This is an optimization exercise on Yosys and OpenROAD, whose aim is small area, a short achievable clock period and few clock cycles, not a production implementation. Only simulation tests tie the RTL to the original design; equivalence was not proved. Power is estimated from default activity; no workload was simulated.

run 1:
==> flow/design.v (excerpt) <==
module my_chip (
    input  logic [11:0] io_in,
    output logic [11:0] io_out,
    input  logic clock,
    input  logic reset
);
Settings: LEC_CHECK=0, ABC_AREA=1, CAP_MARGIN=20, CORE_MARGIN=2, CORE_UTILIZATION=40, CTS_BUF_LIST=sky130_fd_sc_hd__clkbuf_4 sky130_fd_sc_hd__clkbuf_8, CTS_CLUSTER_SIZE=25, SETUP_SLACK_MARGIN=4.5, SLEW_MARGIN=20; clock period 8.0 ns.
run.sh (not shown) runs the stock make flow with config.mk's settings and CLKGATE_MAP_FILE= SYNTH_SCRIPT=/design/flow/synth_recipe.tcl, a recipe that flattens the netlist after the stock synthesis.
The flow did not stop early for run 1: all stages ran, and the layout cleared the timing, design-rule and antenna checks.
Testbench counts of run 1, summed over its fixed seeds: cycles 144,292.
diff inputs: run 1 => run 2
diff --git a/flow/config.mk b/flow/config.mk
--- a/flow/config.mk
+++ b/flow/config.mk
@@ -12,2 +11,0 @@
-export CTS_BUF_LIST = sky130_fd_sc_hd__clkbuf_4 sky130_fd_sc_hd__clkbuf_8
-export CTS_CLUSTER_SIZE = 25
Findings:
- Number of global-route vias before repair in run 2 vs run 1: down about 1.2%
- Run 2 against run 1: utilization after layout picked up an extra 0.84 points; final period utilization lost 1.1 points.
- In the flow results for run 1 and run 2, the non-clock buffer share of cell area is larger on run 2.
- Summary of run 2 over run 1: setup slack climbed 0.085 ns, final routed wirelength across all metal layers closely matched the old numbers.
Relative to run 2, the following input files were edited for run 3:
diff --git a/flow/config.mk b/flow/config.mk
--- a/flow/config.mk
+++ b/flow/config.mk
@@ -11,2 +11,4 @@
-export CORE_UTILIZATION = 40
-export SETUP_SLACK_MARGIN = 4.5
+export CORE_UTILIZATION = 60
+export CTS_BUF_LIST = sky130_fd_sc_hd__clkbuf_4 sky130_fd_sc_hd__clkbuf_8
+export CTS_CLUSTER_SIZE = 25
+export SETUP_SLACK_MARGIN = 5.0
@@ -13,0 +16 @@
+export TNS_END_PERCENT = 0
[summary]
Comparing the two runs side by side, run 3 comes out ahead of run 2 on post-placement setup slack.
Number of global-route vias before repair: lower on run 2
Diff run 2 -> run 3: number of H-tree levels increased by 1 relative to the old numbers; critical path data required time grew by 0.04 ns; part of the power in the clock network lost 2.2 points.
Against run 2, worst setup slack in run 3 came out better.
Modified inputs, run 4 compared to run 3
==> flow/flow/run.sh (new file) <==
#!/bin/bash
set -euo pipefail
bash standard.sh synth > synth.log 2>&1
bash standard.sh BUFFER_PORTS_ARGS="-buffer_cell sky130_fd_sc_hd__buf_2" finish > layout.log 2>&1
==> flow/standard.sh (new file) <==
#!/bin/bash
# synth_recipe.tcl (not shown) runs the flow's synth.tcl, then flattens the netlist and writes it again
# the make line also repeats each setting of config.mk as NAME=value (left out here)
make -C /OpenROAD-flow-scripts/flow DESIGN_CONFIG=/design/flow/config.mk WORK_HOME=/design/flow/orfs CLKGATE_MAP_FILE= SYNTH_SCRIPT=/design/flow/synth_recipe.tcl "${@:-finish}"
diff --git a/flow/config.mk b/flow/config.mk
--- a/flow/config.mk
+++ b/flow/config.mk
@@ -11 +11 @@
-export CORE_UTILIZATION = 60
+export CORE_UTILIZATION = 40
removed: flow/run.sh
Summary: wire length, run 4 worse than run 3. On final net count, run 3 and run 4 are neck and neck. Lower combined buffer and inverter count along the critical path among run 3 and run 4: run 3. Run 4 vs. run 3: flip-flop and latch count after synthesis closely matched the old numbers; final worst-path setup slack rose by 0.10 ns.
#### Input delta (run 5 over run 4)
==> flow/run.sh (new file) <==
#!/bin/bash
# synth_recipe.tcl (not shown) runs the flow's synth.tcl, then flattens the netlist and writes it again
# the make line also repeats each setting of config.mk as NAME=value (left out here)
make -C /OpenROAD-flow-scripts/flow DESIGN_CONFIG=/design/flow/config.mk WORK_HOME=/design/flow/orfs CLKGATE_MAP_FILE= SYNTH_SCRIPT=/design/flow/synth_recipe.tcl finish
removed: flow/flow/run.sh
removed: flow/standard.sh
Notes after the runs:
| maximum frequency | run 5 vs run 4 | better |. [compare] base=run 4 new=run 5: worst setup slack went up 0.043 ns, sequential logic power held steady, maximum VDD drop fell by 14%. Between run 5 and run 4, the difference in number of non-filler instances in the completed layout is negligible. Delta (run 5 minus run 4): growth of design area from synthesis to finish held, setup-violating endpoint count in the final report held. Endpoint of the most critical setup path = xa[6]: run 4; endpoint of the most critical setup path = cmd[9]: run 5.
Relative to run 5, the following input files were edited for run 6:
==> flow/flow/run.sh (new file) <==
#!/bin/bash
set -euo pipefail
bash standard.sh synth > synth.log 2>&1
bash standard.sh BUFFER_PORTS_ARGS="-buffer_cell sky130_fd_sc_hd__buf_2" finish > layout.log 2>&1
==> flow/standard.sh (new file) <==
#!/bin/bash
# synth_recipe.tcl (not shown) runs the flow's synth.tcl, then flattens the netlist and writes it again
# the make line also repeats each setting of config.mk as NAME=value (left out here)
make -C /OpenROAD-flow-scripts/flow DESIGN_CONFIG=/design/flow/config.mk WORK_HOME=/design/flow/orfs CLKGATE_MAP_FILE= SYNTH_SCRIPT=/design/flow/synth_recipe.tcl "${@:-finish}"
diff --git a/flow/config.mk b/flow/config.mk
--- a/flow/config.mk
+++ b/flow/config.mk
@@ -12,3 +12 @@
-export CTS_BUF_LIST = sky130_fd_sc_hd__clkbuf_4 sky130_fd_sc_hd__clkbuf_8
-export CTS_CLUSTER_SIZE = 25
-export SETUP_SLACK_MARGIN = 5.0
+export SETUP_SLACK_MARGIN = 4.5
@@ -16 +13,0 @@
-export TNS_END_PERCENT = 0
removed: flow/run.sh
==> comparison <==
- Run 6 finished every step from synthesis to the final layout, and the layout passed the timing, design-rule and antenna checks.
- Run 5 ran to completion and came out clean on the timing, design-rule and antenna checks.
- For height of the chip, run 6 and run 5 come out practically identical.
- Cell type of the slowest stage on the worst timing path = sky130_fd_sc_hd__a221oi_1: run 6; cell type of the slowest stage on the worst timing path = sky130_fd_sc_hd__a2111oi_4: run 5
- Global-route usage (higher): run 5
- Of run 6 and run 5, run 6 shows the higher shortest period the worst path allows, with run 5 below it.
- The met2 wire length in run 6 sits about 1.4% below the value recorded for run 5.
- For count of non-CTS buffers in the layout, dividing the value from run 6 by the value from run 5 gives 0.809.

* * *

== build 66 ==
The RTL this note starts from:
==> flow/design.v <==
`default_nettype none
module my_chip (
    input  logic [11:0] io_in,
    output logic [11:0] io_out,
    input  logic clock,
    input  logic reset
);
    localparam [11:0] BUBBLE = 12'h300;  
    logic [11:0] cmd;         
    logic [9:0]  rpc;         
    logic [11:0] xi;          
    logic [11:0] xa, xb;      
    logic        zf, pf;      
    logic [11:0] rf [0:15];   
    assign io_out = cmd;
    logic x_add, x_sub, x_and, x_or, x_xor, x_shl, x_shr, x_sra, x_not, x_li;
    logic x_we, x_fwe;
    wire [3:0] xop = xi[11:8];
    wire [3:0] xrd = xi[7:4];
    wire x_load  = (xop == 4'b0001);
    wire x_jump  = (xop == 4'b0010);
    wire x_store = (xop[3:1] == 3'b011);
    wire x_halt  = (xop == 4'b0000);
    logic [11:0] xa_rev, sh_in, sh_out, sh_rev;
    always_comb begin
        for (int i = 0; i < 12; i++) xa_rev[i] = xa[11 - i];
    end
    assign sh_in = x_shl ? xa_rev : xa;
    wire sh_fill = x_sra & xa[11];
    wire big = |xb[11:4] | (xb[3:0] >= 4'd12);
    wire [23:0] sh_w = {{12{sh_fill}}, sh_in} >> xb[3:0];
    always_comb begin
        sh_out = sh_w[11:0];
        if (big) sh_out = {12{sh_fill}};
        for (int i = 0; i < 12; i++) sh_rev[i] = sh_out[11 - i];
    end
    wire [11:0] add_a = xa ^ {12{x_sub}};
    wire [11:0] sum = add_a + xb + {11'b0, x_sub};
    wire [11:0] res = ({12{x_add | x_sub}} & sum)
                    | ({12{x_and}} & (xa & xb))
                    | ({12{x_or}}  & (xa | xb))
                    | ({12{x_xor}} & (xa ^ xb))
                    | ({12{x_shl}} & sh_rev)
                    | ({12{x_shr}} & sh_out)
                    | ({12{x_not}} & ~xb)
                    | ({12{x_li}}  & {8'b0, xi[3:0]});
    wire [11:0] ab_x = xa ^ xb;
    wire z_as  = ((add_a ^ xb) == {add_a[10:0] | xb[10:0], x_sub});
    wire z_and = ((xa & xb) == 12'b0);
    wire z_or  = ((xa | xb) == 12'b0);
    wire z_xor = (ab_x == 12'b0);
    wire z_not = (xb == 12'hFFF);
    wire z_sh  = (sh_out == 12'b0);
    wire res_z = ((x_add | x_sub) & z_as) | (x_xor & z_xor) | (x_and & z_and)
               | (x_or & z_or) | (x_not & z_not) | ((x_shl | x_shr) & z_sh);
    wire res_p = ~res[11] & ~res_z;
    wire zn = x_fwe ? res_z : zf;
    wire pn = x_fwe ? res_p : pf;
    wire fetch = cmd[11] & ~cmd[10] & ~x_load & ~x_jump;
    wire [3:0] iop = io_in[11:8];
    wire [3:0] ird = io_in[7:4];
    wire [3:0] irs = io_in[3:0];
    wire i_load  = (iop == 4'b0001);
    wire i_store = (iop[3:1] == 3'b011);
    wire i_halt  = (iop == 4'b0000);
    wire i_jump  = (iop == 4'b0010);
    wire i_br    = (iop == 4'b0011);
    wire [11:0] ra = (x_we && xrd == ird) ? res : rf[ird];
    wire [11:0] rb = (x_we && xrd == irs) ? res : rf[irs];
    wire br_taken = i_br & (io_in[7] ? pn : zn);
    wire [9:0] fa  = cmd[9:0];
    wire [9:0] fa1 = fa + 10'd1;
    wire [6:0] bg = fa1[6:0] & io_in[6:0];
    wire [6:0] bp = fa1[6:0] ^ io_in[6:0];
    wire [6:0] g1, p1, g2, p2, g3;
    genvar k;
    generate
        for (k = 0; k < 7; k++) begin : pfx
            if (k % 2 == 1) begin
                assign g1[k] = bg[k] | (bp[k] & bg[k-1]);
                assign p1[k] = bp[k] & bp[k-1];
            end else begin
                assign g1[k] = bg[k];
                assign p1[k] = bp[k];
            end
            if (k % 4 >= 2) begin
                assign g2[k] = g1[k] | (p1[k] & g1[(k/4)*4+1]);
                assign p2[k] = p1[k] & p1[(k/4)*4+1];
            end else begin
                assign g2[k] = g1[k];
                assign p2[k] = p1[k];
            end
            if (k >= 4) assign g3[k] = g2[k] | (p2[k] & g2[3]);
            else        assign g3[k] = g2[k];
        end
    endgenerate
    wire [6:0] lo = bp ^ {g3[5:0], 1'b0};
    wire c7 = g3[6];
    wire [2:0] hi_p = fa1[9:7] + 3'd1;
    wire [2:0] hi_m = fa1[9:7] - 3'd1;
    wire [2:0] hi = c7 ? (io_in[6] ? fa1[9:7] : hi_p)
                       : (io_in[6] ? hi_m : fa1[9:7]);
    wire [9:0] br_t = {hi, lo};
    wire [9:0] jp_t = rpc + xa[9:0];
    logic [11:0] cmd_n;
    logic [9:0]  rpc_n;
    logic [11:0] xi_n;
    always_comb begin
        cmd_n = cmd;
        rpc_n = rpc;
        xi_n  = BUBBLE;
        if (fetch) begin
            xi_n = io_in;
            rpc_n = fa1;
            if (i_load)       cmd_n = {2'b10, rb[9:0]};
            else if (i_store) cmd_n = {2'b00, rb[9:0]};
            else if (i_halt)  cmd_n = {2'b11, 10'b0};
            else if (i_jump)  cmd_n = {2'b10, fa1};
            else if (br_taken) cmd_n = {2'b10, br_t};
            else               cmd_n = {2'b10, fa1};
        end else if (x_halt) begin
            xi_n = xi;
        end else if (x_store & ~cmd[10]) begin
            cmd_n = {2'b01, 3'b000, xop[0], (xop[0] ? xa[11:6] : xa[5:0])};
        end else if (x_jump) begin
            cmd_n = {2'b10, jp_t};
        end else begin  
            cmd_n = {2'b10, rpc};
        end
    end
    always_ff @(posedge clock or posedge reset) begin
        if (reset) begin
            cmd <= {2'b10, 10'd0};
            rpc <= 10'd0;
            xi  <= BUBBLE;
            zf  <= 1'b0;
            pf  <= 1'b0;
        end else begin
            cmd <= cmd_n;
            rpc <= rpc_n;
            xi  <= xi_n;
            zf  <= zn;
            pf  <= pn;
        end
    end
    always_ff @(posedge clock) begin
        xa <= ra;
        xb <= rb;
    end
    wire [3:0] nop_ = xi_n[11:8];
    always_ff @(posedge clock or posedge reset) begin
        if (reset) begin
            {x_add, x_sub, x_and, x_or, x_xor, x_shl, x_shr, x_sra, x_not, x_li, x_we, x_fwe} <= '0;
        end else begin
            x_add <= (nop_ == 4'b1000);
            x_sub <= (nop_ == 4'b1001);
            x_and <= (nop_ == 4'b1010);
            x_or  <= (nop_ == 4'b1011);
            x_xor <= (nop_ == 4'b1100);
            x_shl <= (nop_ == 4'b1101);
            x_shr <= (nop_[3:1] == 3'b111);
            x_sra <= (nop_ == 4'b1111);
            x_not <= (nop_ == 4'b0101);
            x_li  <= (nop_ == 4'b0100);
            x_we  <= nop_[3] | (nop_[3:1] == 3'b010);
            x_fwe <= (nop_[3] | (nop_ == 4'b0101)) & (xi_n != 12'hB11);
        end
    end
    wire rf_we = x_we | x_load;
    wire [11:0] rf_wd = x_load ? io_in : res;
    always_ff @(posedge clock or posedge reset) begin
        if (reset) begin
            for (int i = 0; i < 16; i++) rf[i] <= 12'b0;
        end else if (rf_we) begin
            rf[xrd] <= rf_wd;
        end
    end
endmodule
`default_nettype wire
clock: 8.0 ns
lec_check: 0
abc_area: 1
cap_margin: 20
core_margin: 2
core_utilization: 40
cts_buf_list: sky130_fd_sc_hd__clkbuf_4 sky130_fd_sc_hd__clkbuf_8
cts_cluster_size: 25
setup_slack_margin: 5.0
slew_margin: 20
standard.sh (not shown) runs the stock make flow with config.mk's settings and CLKGATE_MAP_FILE= SYNTH_SCRIPT=/design/flow/synth_recipe.tcl, a recipe that flattens the netlist after the stock synthesis.
==> flow/flow/run.sh <==
#!/bin/bash
set -euo pipefail
bash standard.sh synth > synth.log 2>&1
bash standard.sh BUFFER_PORTS_ARGS="-buffer_cell sky130_fd_sc_hd__buf_2" finish > layout.log 2>&1
Build 66 finished end to end and its layout was clean on timing, DRC and antenna.
Testbench counts of build 66, summed over its fixed seeds: cycles 144,292.
### build 66 -> build 31
==> flow/run.sh (new file) <==
#!/bin/bash
# synth_recipe.tcl (not shown) runs the flow's synth.tcl, then flattens the netlist and writes it again
# the make line also repeats each setting of config.mk as NAME=value (left out here)
make -C /OpenROAD-flow-scripts/flow DESIGN_CONFIG=/design/flow/config.mk WORK_HOME=/design/flow/orfs CLKGATE_MAP_FILE= SYNTH_SCRIPT=/design/flow/synth_recipe.tcl finish
--- a/flow/config.mk
+++ b/flow/config.mk
@@ -14,2 +14,3 @@
 export SETUP_SLACK_MARGIN = 5.0
 export SLEW_MARGIN = 20
+export TNS_END_PERCENT = 10
removed: flow/flow/run.sh
removed: flow/standard.sh
--- outcome ---
- Going from build 66 to build 31, the layout-stage area growth over the synthesis result was found to have gone down by 2.1 points.
- The via count normalized by instance count of build 66 and that of build 31 are within noise of each other.
- Achievable clock frequency delta (build 31 − build 66): favourable
The following lists how build 43 was set up differently from build 31:
--- a/flow/config.mk
+++ b/flow/config.mk
@@ -10,7 +10,7 @@
 export CORE_MARGIN = 2
 export CORE_UTILIZATION = 40
-export CTS_BUF_LIST = sky130_fd_sc_hd__clkbuf_4 sky130_fd_sc_hd__clkbuf_8
-export CTS_CLUSTER_SIZE = 25
+export CTS_BUF_LIST = sky130_fd_sc_hd__clkbuf_4
+export CTS_CLUSTER_SIZE = 20
 export SETUP_SLACK_MARGIN = 5.0
 export SLEW_MARGIN = 20
-export TNS_END_PERCENT = 10
+export TNS_END_PERCENT = 0
Findings:
Of the two values seen for end point of the critical path, rf[5][10] was produced by build 43 and io_out[4] by build 31. Build 43 vs build 31, minimum clock period went up by 0.083 ns. Build 31 → build 43: clock network area share did not really move, later-pin clock latency in the skew report higher, final cell count ~0 delta. Side by side, non-clock buffer count in the final layout turned out lower in build 43 than in build 31.
diff inputs: build 43 => build 35
--- a/flow/config.mk
+++ b/flow/config.mk
@@ -6,10 +6,9 @@
 export NUM_CORES = 4
 export LEC_CHECK = 0
-export ABC_AREA = 1
 export CAP_MARGIN = 20
 export CORE_MARGIN = 2
 export CORE_UTILIZATION = 40
-export CTS_BUF_LIST = sky130_fd_sc_hd__clkbuf_4
-export CTS_CLUSTER_SIZE = 20
+export CTS_BUF_LIST = sky130_fd_sc_hd__clkbuf_4 sky130_fd_sc_hd__clkbuf_8
+export CTS_CLUSTER_SIZE = 25
 export SETUP_SLACK_MARGIN = 5.0
 export SLEW_MARGIN = 20
Findings:
Relative to build 43, the worst setup timing slack at the placement stage of build 35 is higher by 0.28 ns. Sequential share of layout area came out higher on build 35 than on build 43. Compare build 35 and build 43 | total of plain and repair buffers excluding clock buffers lower: build 35. The run showing the smaller utilization after layout is build 35.

separate check: timing with driven ports:
How much do the figures lean on ideal ports? The routed layouts below were timed once more, with nothing changed but the port constraints.
Step 1: set_driving_cell puts a clkbuf_16 on clock and a buf_2 on each other input, an assumption about the parent block.
Step 2, shift: input delay + t, output delay - t, t = (earliest + latest rising clock arrival at the registers) / 2. This alone moves slack from input paths to output paths.
a / b / c = ideal ports / drivers / drivers and shift; a / b = the first two.
| run | shift t [ns] | setup WS [ns] | clock arrival spread, ns |
|---|---|---|---|
| run 1 | 0.675 | 4.449 / 4.449 / 3.922 | 0.054 / 0.054 |
| run 2 | 0.630 | 4.534 / 4.534 / 3.945 | 0.015 / 0.014 |
| run 3 | 0.651 | 4.627 / 4.627 / 4.099 | 0.063 / 0.063 |
| run 4 | 0.666 | 4.730 / 4.763 / 4.096 | 0.069 / 0.069 |
| run 5 | 0.671 | 4.772 / 4.727 / 4.114 | 0.053 / 0.052 |
| run 6 | 0.644 | 4.516 / 4.541 / 3.897 | 0.039 / 0.040 |
| build 66 | 0.673 | 4.760 / 4.760 / 4.149 | 0.029 / 0.030 |
| build 31 | 0.677 | 4.775 / 4.726 / 4.167 | 0.051 / 0.051 |
| build 43 | 0.805 | 4.692 / 4.692 / 4.023 | 0.093 / 0.092 |
| build 35 | 0.635 | 4.309 / 4.316 / 3.681 | 0.029 / 0.029 |
After both steps setup and hold are still met in every run listed. The setup slack of build 43, which loses most, moves by 0.000 ns with the drivers and by -0.669 ns with both steps.
